What follows belongs to an exercise in optimizing a design on an open flow for small area; a production flow would make more cautious choices.
Where RTL was checked, it was by simulation tests only, not by an equivalence proof against the original.
Power is estimated from default activity; no workload was simulated. The flow treats the clock pin as an ideal source, which a real chip does not have.

==> flow/design.v <==
module regfile(
		input clk, reset,
		input wr_en, input [4:0] wr_num, input [7:0] wr_data, input wr_last,
		input [4:0] rd_num, output [7:0] rd_data);
	parameter [31:0] sp_init = 0;
	parameter [31:0] ra_init = 0;
	wire [8*32-1:0] head;
	assign head[7:0] = 8'h00;
	genvar i;
	generate
		for (i = 1; i < 32; i = i + 1) begin : g_reg
			reg [31:0] q;
			wire wsel = wr_en && wr_num == i;
			wire [7:0] nxt = wsel ? wr_data : q[7:0];
			always @(posedge clk)
				q <= {nxt, q[31:8]};
			if (i == 29 || i == 31) begin : g_rst
				reg valid;
				always @(posedge clk or posedge reset)
					if (reset)
						valid <= 1'b0;
					else if (wsel && wr_last)
						valid <= 1'b1;
				assign head[i*8 +: 8] = q[7:0] & {8{valid}};
			end
			else begin : g_norst
				assign head[i*8 +: 8] = q[7:0];
			end
		end
	endgenerate
	wire [31:0] sel = 32'd1 << rd_num;
	logic [7:0] r;
	integer k;
	always_comb begin
		r = 8'h00;
		for (k = 1; k < 32; k = k + 1)
			r = r | (head[k*8 +: 8] & {8{sel[k]}});
	end
	assign rd_data = r;
endmodule
module mips(
	input clk, reset,
	output [31:0] instr_addr,
	input [31:0] instr_in,
	output [31:0] data_addr,
	input [31:0] data_in,
	output logic [31:0] data_out,
	output logic [1:0] data_access_size,
	output data_rd_wr);
	parameter [31:0] pc_init = 0;
	parameter [31:0] sp_init = 0;
	parameter [31:0] ra_init = 0;
	logic [1:0] ph, rnd;
	logic [11:0] pc;
	assign instr_addr = {20'd0, pc};
	wire [5:0] op = instr_in[31:26];
	wire [5:0] fn = instr_in[5:0];
	wire [4:0] rs = instr_in[25:21];
	wire [4:0] rt = instr_in[20:16];
	wire [4:0] rd = instr_in[15:11];
	wire [4:0] sh = instr_in[10:6];
	wire [15:0] imm = instr_in[15:0];
	wire lo = ~op[5] & ~op[4];                     
	wire special = lo & ~op[3] & ~op[2] & ~op[1];
	wire i_sll   = special & ~fn[5] & ~fn[3];
	wire i_addu  = special & fn[5] & ~fn[1];
	wire i_subu  = special & fn[5] & fn[1];
	wire i_jr    = special & ~fn[5] & fn[3];
	wire i_mul   = ~op[5] & op[4];
	wire i_addiu = lo & op[3] & ~op[1];
	wire i_lui   = lo & op[3] & op[1] & op[0];
	wire i_slti  = lo & op[3] & op[1] & ~op[0];
	wire i_lw    = op[5] & ~op[3] & ~op[2];
	wire i_lbu   = op[5] & ~op[3] & op[2];
	wire i_sw    = op[5] & op[3] & op[0];
	wire i_sb    = op[5] & op[3] & ~op[0];
	wire i_j     = lo & ~op[3] & ~op[2] & op[1] & ~op[0];
	wire i_jal   = lo & ~op[3] & ~op[2] & op[1] & op[0];
	wire i_beq   = lo & ~op[3] & op[2] & ~op[0];
	wire i_bne   = lo & ~op[3] & op[2] & op[0];
	wire i_load  = i_lw | i_lbu;
	wire i_store = i_sw | i_sb;
	wire i_mulsh = i_mul | i_sll;
	wire i_br    = i_beq | i_bne;
	wire i_jump  = i_j | i_jal;
	wire i_arith = i_addu | i_subu;
	wire [1:0] last = (i_load | i_store | i_mulsh | i_br) ? 2'd2 :
	                  (i_arith | i_slti | i_jr) ? 2'd1 : 2'd0;
	wire in_last = (rnd == last);
	wire r0 = (rnd == 2'd0);
	wire r1 = (rnd == 2'd1);
	wire r2 = (rnd == 2'd2);
	logic we;
	logic [4:0] wnum;
	logic [7:0] wdata;
	wire [7:0] rb;
	regfile #(.sp_init(sp_init), .ra_init(ra_init)) regs(
		.clk(clk), .reset(reset),
		.wr_en(we), .wr_num(wnum), .wr_data(wdata), .wr_last(ph == 2'd3),
		.rd_num(r0 ? rs : rt), .rd_data(rb));
	wire [10:0] pc4h;
	inc #(10) u_pcinc(.a(pc[11:2]), .s(pc4h));
	wire [12:0] pc4 = {pc4h, pc[1:0]};
	wire [31:0] pc4w = {19'd0, pc4};
	wire [31:0] simm = {{16{imm[15]}}, imm};
	wire [31:0] luiw = {imm, 16'd0};
	wire [31:0] onehot = 32'd1 << sh;
	wire [7:0] pc4_b   = pc4w[ph*8 +: 8];
	wire [7:0] simm_b  = simm[ph*8 +: 8];
	wire [31:0] boff = {{14{imm[15]}}, imm, 2'b00};
	wire [7:0] boff_b  = boff[ph*8 +: 8];
	wire [7:0] lui_b   = luiw[ph*8 +: 8];
	wire [7:0] oh_b    = onehot[ph*8 +: 8];
	logic [31:0] T, M;
	logic c;
	wire [7:0] a = (i_jal | (i_br & r1)) ? pc4_b : (r1 ? T[7:0] : rb);
	wire sub = r1 ? i_subu : i_slti;
	logic [7:0] b0;
	always_comb begin
		b0 = 8'h00;
		if (r1) begin
			if (i_addu) b0 = rb;
			if (i_subu) b0 = ~rb;
			if (i_br) b0 = boff_b;
		end
		else begin
			if (i_addiu | i_load | i_store) b0 = simm_b;
			if (i_slti) b0 = ~simm_b;
			if (i_lui) b0 = lui_b;
			if (i_sll) b0 = oh_b;
			if (i_jal) b0 = (ph == 2'd0) ? 8'd4 : 8'd0;
		end
	end
	wire cin = (ph == 2'd0) ? sub : c;
	wire [8:0] sum;
	rca #(8) u_alu(.a(a), .b(b0), .cin(cin), .s(sum[7:0]), .cout(sum[8]));
	logic [27:0] P;
	wire [3:0] d = (r1 && ph == 2'd0) ? rb[3:0] : M[3:0];
	logic pb;
	wire pbx = (r1 && ph == 2'd0) ? 1'b0 : pb;
	wire neg0 = d[1] & ~(d[0] & pbx);
	wire one0 = d[0] ^ pbx;
	wire two0 = (d[1] & ~d[0] & ~pbx) | (~d[1] & d[0] & pbx);
	wire neg1 = d[3] & ~(d[2] & d[1]);
	wire one1 = d[2] ^ d[1];
	wire two1 = (d[3] & ~d[2] & ~d[1]) | (~d[3] & d[2] & d[1]);
	wire [31:0] pp0 = (({32{one0}} & T) | ({32{two0}} & {T[30:0], 1'b0})) ^ {32{neg0}};
	wire [29:0] pp1 = (({30{one1}} & T[29:0]) | ({30{two1}} & {T[28:0], 1'b0})) ^ {30{neg1}};
	wire [31:0] csx = {4'd0, P};
	wire [31:0] csz = {pp1, neg1, neg0};
	wire [31:0] css = csx ^ pp0 ^ csz;
	wire [31:0] csc = (csx & pp0) | (csx & csz) | (pp0 & csz);
	wire [31:0] S;
	assign S[0] = css[0];
	wire k9, k17_0, k17_1, k25_0, k25_1;
	wire [7:0] sa0, sa1, sb0, sb1;
	wire [6:0] sc0, sc1;
	rca #(8) u_m1(.a(css[8:1]), .b(csc[7:0]), .cin(neg1), .s(S[8:1]), .cout(k9));
	rca #(8) u_m2a(.a(css[16:9]), .b(csc[15:8]), .cin(1'b0), .s(sa0), .cout(k17_0));
	rca #(8) u_m2b(.a(css[16:9]), .b(csc[15:8]), .cin(1'b1), .s(sa1), .cout(k17_1));
	rca #(8) u_m3a(.a(css[24:17]), .b(csc[23:16]), .cin(1'b0), .s(sb0), .cout(k25_0));
	rca #(8) u_m3b(.a(css[24:17]), .b(csc[23:16]), .cin(1'b1), .s(sb1), .cout(k25_1));
	rca #(7) u_m4a(.a(css[31:25]), .b(csc[30:24]), .cin(1'b0), .s(sc0), .cout());
	rca #(7) u_m4b(.a(css[31:25]), .b(csc[30:24]), .cin(1'b1), .s(sc1), .cout());
	wire k17 = k9 ? k17_1 : k17_0;
	wire k25 = k17 ? k25_1 : k25_0;
	assign S[16:9] = k9 ? sa1 : sa0;
	assign S[24:17] = k17 ? sb1 : sb0;
	assign S[31:25] = k25 ? sc1 : sc0;
	wire [7:0] mul_b = (ph == 2'd0) ? M[23:16] :
	                   (ph == 2'd1) ? M[27:20] :
	                   (ph == 2'd2) ? M[31:24] : {S[3:0], M[31:28]};
	logic [31:0] Mn;
	always_comb begin
		Mn = {(i_store ? d : S[3:0]), M[31:4]};
		if (r1)
			case (ph)
				2'd0: Mn[3:0] = rb[7:4];
				2'd1: Mn[7:0] = rb;
				2'd2: Mn[11:4] = rb;
				2'd3: Mn[15:8] = rb;
			endcase
	end
	logic f;
	always_comb begin
		we = 1'b0;
		wnum = rt;
		wdata = sum[7:0];
		if (i_arith) begin
			we = r1;
			wnum = rd;
		end
		if (i_addiu | i_lui) we = r0;
		if (i_jal) begin
			we = r0;
			wnum = 5'd31;
		end
		if (i_slti) begin
			we = r1;
			wdata = {7'd0, f & (ph == 2'd0)};
		end
		if (i_load) begin
			we = (r1 && ph != 2'd0) || (r2 && ph == 2'd0);
			wdata = (i_lbu && ph != 2'd0) ? 8'h00 : data_in[7:0];
		end
		if (i_mulsh) begin
			we = r2;
			wnum = rd;
			wdata = mul_b;
		end
	end
	assign data_addr = {T[31:2], i_lw ? {~ph[1] ^ ph[0], ph[0]} : T[1:0]};
	assign data_out = {M[15:0], M[31:16]};
	assign data_access_size = {1'b0, i_sw};
	assign data_rd_wr = ~(i_store && r2 && ph == 2'd0);
	always @(posedge clk or posedge reset) begin
		if (reset) begin
			ph <= 2'd0;
			rnd <= 2'd0;
			pc <= pc_init[11:0];
		end
		else begin
			ph <= ph + 2'd1;
			if (ph == 2'd3)
				rnd <= in_last ? 2'd0 : rnd + 2'd1;
			if (in_last && ph == 2'd2)
				pc <= i_jump ? {instr_in[9:0], 2'b00} :
				      (i_jr | (i_beq & f) | (i_bne & ~f)) ? T[11:0] : pc4[11:0];
		end
	end
	always @(posedge clk) begin
		c <= sum[8];
		M <= Mn;
		P <= r0 ? 28'd0 : S[31:4];
		pb <= d[3];
		if (r0) begin
			T <= {sum[7:0], T[31:8]};
			f <= ~sum[8];
		end
		else begin
			if (r1 & (i_arith | i_br))
				T <= {sum[7:0], T[31:8]};
			if (r1 & i_br)
				f <= ((ph == 2'd0) | f) & (T[7:0] == rb);
		end
	end
endmodule
module rca #(parameter N = 8) (
	input [N-1:0] a, b, input cin,
	output [N-1:0] s, output cout);
	wire [N:0] c;
	assign c[0] = cin;
	genvar i;
	generate
		for (i = 0; i < N; i = i + 1) begin : g_bit
			assign s[i] = a[i] ^ b[i] ^ c[i];
			assign c[i+1] = (a[i] & b[i]) | (a[i] & c[i]) | (b[i] & c[i]);
		end
	endgenerate
	assign cout = c[N];
endmodule
module inc #(parameter N = 8) (
	input [N-1:0] a, output [N:0] s);
	wire [N:0] c;
	assign c[0] = 1'b1;
	genvar i;
	generate
		for (i = 0; i < N; i = i + 1) begin : g_bit
			assign s[i] = a[i] ^ c[i];
			assign c[i+1] = a[i] & c[i];
		end
	endgenerate
	assign s[N] = c[N];
endmodule
Settings: LEC_CHECK=0, CAP_MARGIN=20, CORE_MARGIN=2, CORE_UTILIZATION=65, CTS_BUF_LIST=sky130_fd_sc_hd__clkbuf_16, CTS_CLUSTER_DIAMETER=100, CTS_CLUSTER_SIZE=25, PLACE_DENSITY=0.8, SLEW_MARGIN=20; clock period 15.0 ns.
standard.sh (not shown) runs the stock make flow with config.mk's settings and CLKGATE_MAP_FILE= SYNTH_SCRIPT=/design/flow/synth_recipe.tcl, a recipe that flattens the netlist after the stock synthesis.
==> flow/flow/run.sh <==
#!/bin/bash
# The standard layout (standard.sh), with these ORFS settings changed
# through the environment:
#  - synthesis maps logic with an area-oriented ABC script (flow/abc_area.script,
#    used in place of ORFS's abc_speed.script in a copy of ORFS's scripts
#    folder); everything else in synthesis is unchanged, so the registers are
#    the standard synthesis's
#  - ports are buffered with buf_1 cells instead of clkdlybuf4s50_1
#  - clock tree: sink clusters of up to 32 flip-flops, each driven by a
#    clkbuf_16, and no dummy loads
# standard.sh's full output goes to standard.log in this folder; ORFS's own
# per-step logs stay under orfs/logs.
set -o pipefail
rm -rf scripts_abc
cp -r "$FLOW_HOME/scripts" scripts_abc
cp flow/abc_area.script scripts_abc/abc_speed.script
export SCRIPTS_DIR="$PWD/scripts_abc"
export BUFFER_PORTS_ARGS="-buffer_cell sky130_fd_sc_hd__buf_1"
export CTS_ARGS="-sink_clustering_enable -repair_clock_nets -dont_use_dummy_load -sink_clustering_size 32 -sink_clustering_max_diameter 90 -buf_list sky130_fd_sc_hd__clkbuf_16"
bash standard.sh > standard.log 2>&1
==> flow/flow/abc_area.script <==
&get -n
&st
&dch
&nf -R 1000 -p -F 16 -C 32
&put
topo
dnsize -c
The first run finished clean.
Change:
--- a/flow/design.v
+++ b/flow/design.v
@@ -150,25 +150,20 @@
 	wire [31:0] csz = {pp1, neg1, neg0};
 	wire [31:0] css = csx ^ pp0 ^ csz;
 	wire [31:0] csc = (csx & pp0) | (csx & csz) | (pp0 & csz);
 	wire [31:0] S;
 	assign S[0] = css[0];
-	wire k9, k17_0, k17_1, k25_0, k25_1;
-	wire [7:0] sa0, sa1, sb0, sb1;
-	wire [6:0] sc0, sc1;
-	rca #(8) u_m1(.a(css[8:1]), .b(csc[7:0]), .cin(neg1), .s(S[8:1]), .cout(k9));
-	rca #(8) u_m2a(.a(css[16:9]), .b(csc[15:8]), .cin(1'b0), .s(sa0), .cout(k17_0));
-	rca #(8) u_m2b(.a(css[16:9]), .b(csc[15:8]), .cin(1'b1), .s(sa1), .cout(k17_1));
-	rca #(8) u_m3a(.a(css[24:17]), .b(csc[23:16]), .cin(1'b0), .s(sb0), .cout(k25_0));
-	rca #(8) u_m3b(.a(css[24:17]), .b(csc[23:16]), .cin(1'b1), .s(sb1), .cout(k25_1));
-	rca #(7) u_m4a(.a(css[31:25]), .b(csc[30:24]), .cin(1'b0), .s(sc0), .cout());
-	rca #(7) u_m4b(.a(css[31:25]), .b(csc[30:24]), .cin(1'b1), .s(sc1), .cout());
-	wire k17 = k9 ? k17_1 : k17_0;
-	wire k25 = k17 ? k25_1 : k25_0;
-	assign S[16:9] = k9 ? sa1 : sa0;
-	assign S[24:17] = k17 ? sb1 : sb0;
-	assign S[31:25] = k25 ? sc1 : sc0;
+	wire k12, k22_0, k22_1;
+	wire [9:0] sm0, sm1, sh0, sh1;
+	rca #(11) u_mlo(.a(css[11:1]), .b(csc[10:0]), .cin(neg1), .s(S[11:1]), .cout(k12));
+	rca #(10) u_mm0(.a(css[21:12]), .b(csc[20:11]), .cin(1'b0), .s(sm0), .cout(k22_0));
+	rca #(10) u_mm1(.a(css[21:12]), .b(csc[20:11]), .cin(1'b1), .s(sm1), .cout(k22_1));
+	rca #(10) u_mh0(.a(css[31:22]), .b(csc[30:21]), .cin(1'b0), .s(sh0), .cout());
+	rca #(10) u_mh1(.a(css[31:22]), .b(csc[30:21]), .cin(1'b1), .s(sh1), .cout());
+	wire k22 = k12 ? k22_1 : k22_0;
+	assign S[21:12] = k12 ? sm1 : sm0;
+	assign S[31:22] = k22 ? sh1 : sh0;
 	wire [7:0] mul_b = (ph == 2'd0) ? M[23:16] :
 	                   (ph == 2'd1) ? M[27:20] :
 	                   (ph == 2'd2) ? M[31:24] : {S[3:0], M[31:28]};
 	logic [31:0] Mn;
 	always_comb begin
Clock skew shrinks by 0.012 ns.
Setup slack loses 0.75 ns.
Area after synthesis shrinks by 0.59%.
Die area fell by 0.58%.
Combinational power increases by about 4%.
Wire length shrinks by 1.3%.
Non-clock buffer count decreases by 5.
Final cell count shrinks by 0.61%.
The RTL of the first run of this note was laid out without a check of its function.

static timing again, ports no longer ideal:
The results above use ideal ports. As a check the final layouts listed here were re-extracted and re-timed, cells and wires unchanged.
Step 1, drivers: a clkbuf_16 drives clk and a buf_2 each remaining input, both assumed.
Step 2 adds t to the input delays and takes it off the output delays; t is the mean of the earliest and latest rising clock arrival at the registers after step 1. Input paths then give back, and output paths get back, about the clock's delay inside the block.
a / b / c = no drivers / after step 1 / after step 2; a / b = the first two.
run | shift t [ns] | setup slack, ns | worst setup path at the end | worst register clock-pin slew, ns | worst data-port slew with drivers (ns)
the first run | 0.642 | 1.513 / 1.496 / 0.853 | input to register | 0.12 / 0.12 | 0.12
the second run | 0.637 | 0.761 / 0.798 / 0.161 | input to register | 0.12 / 0.12 | 0.07
After both steps setup and hold are still met in every run listed. The setup slack of the first run, which loses most, moves by -0.017 ns with the drivers and by -0.660 ns with both steps.
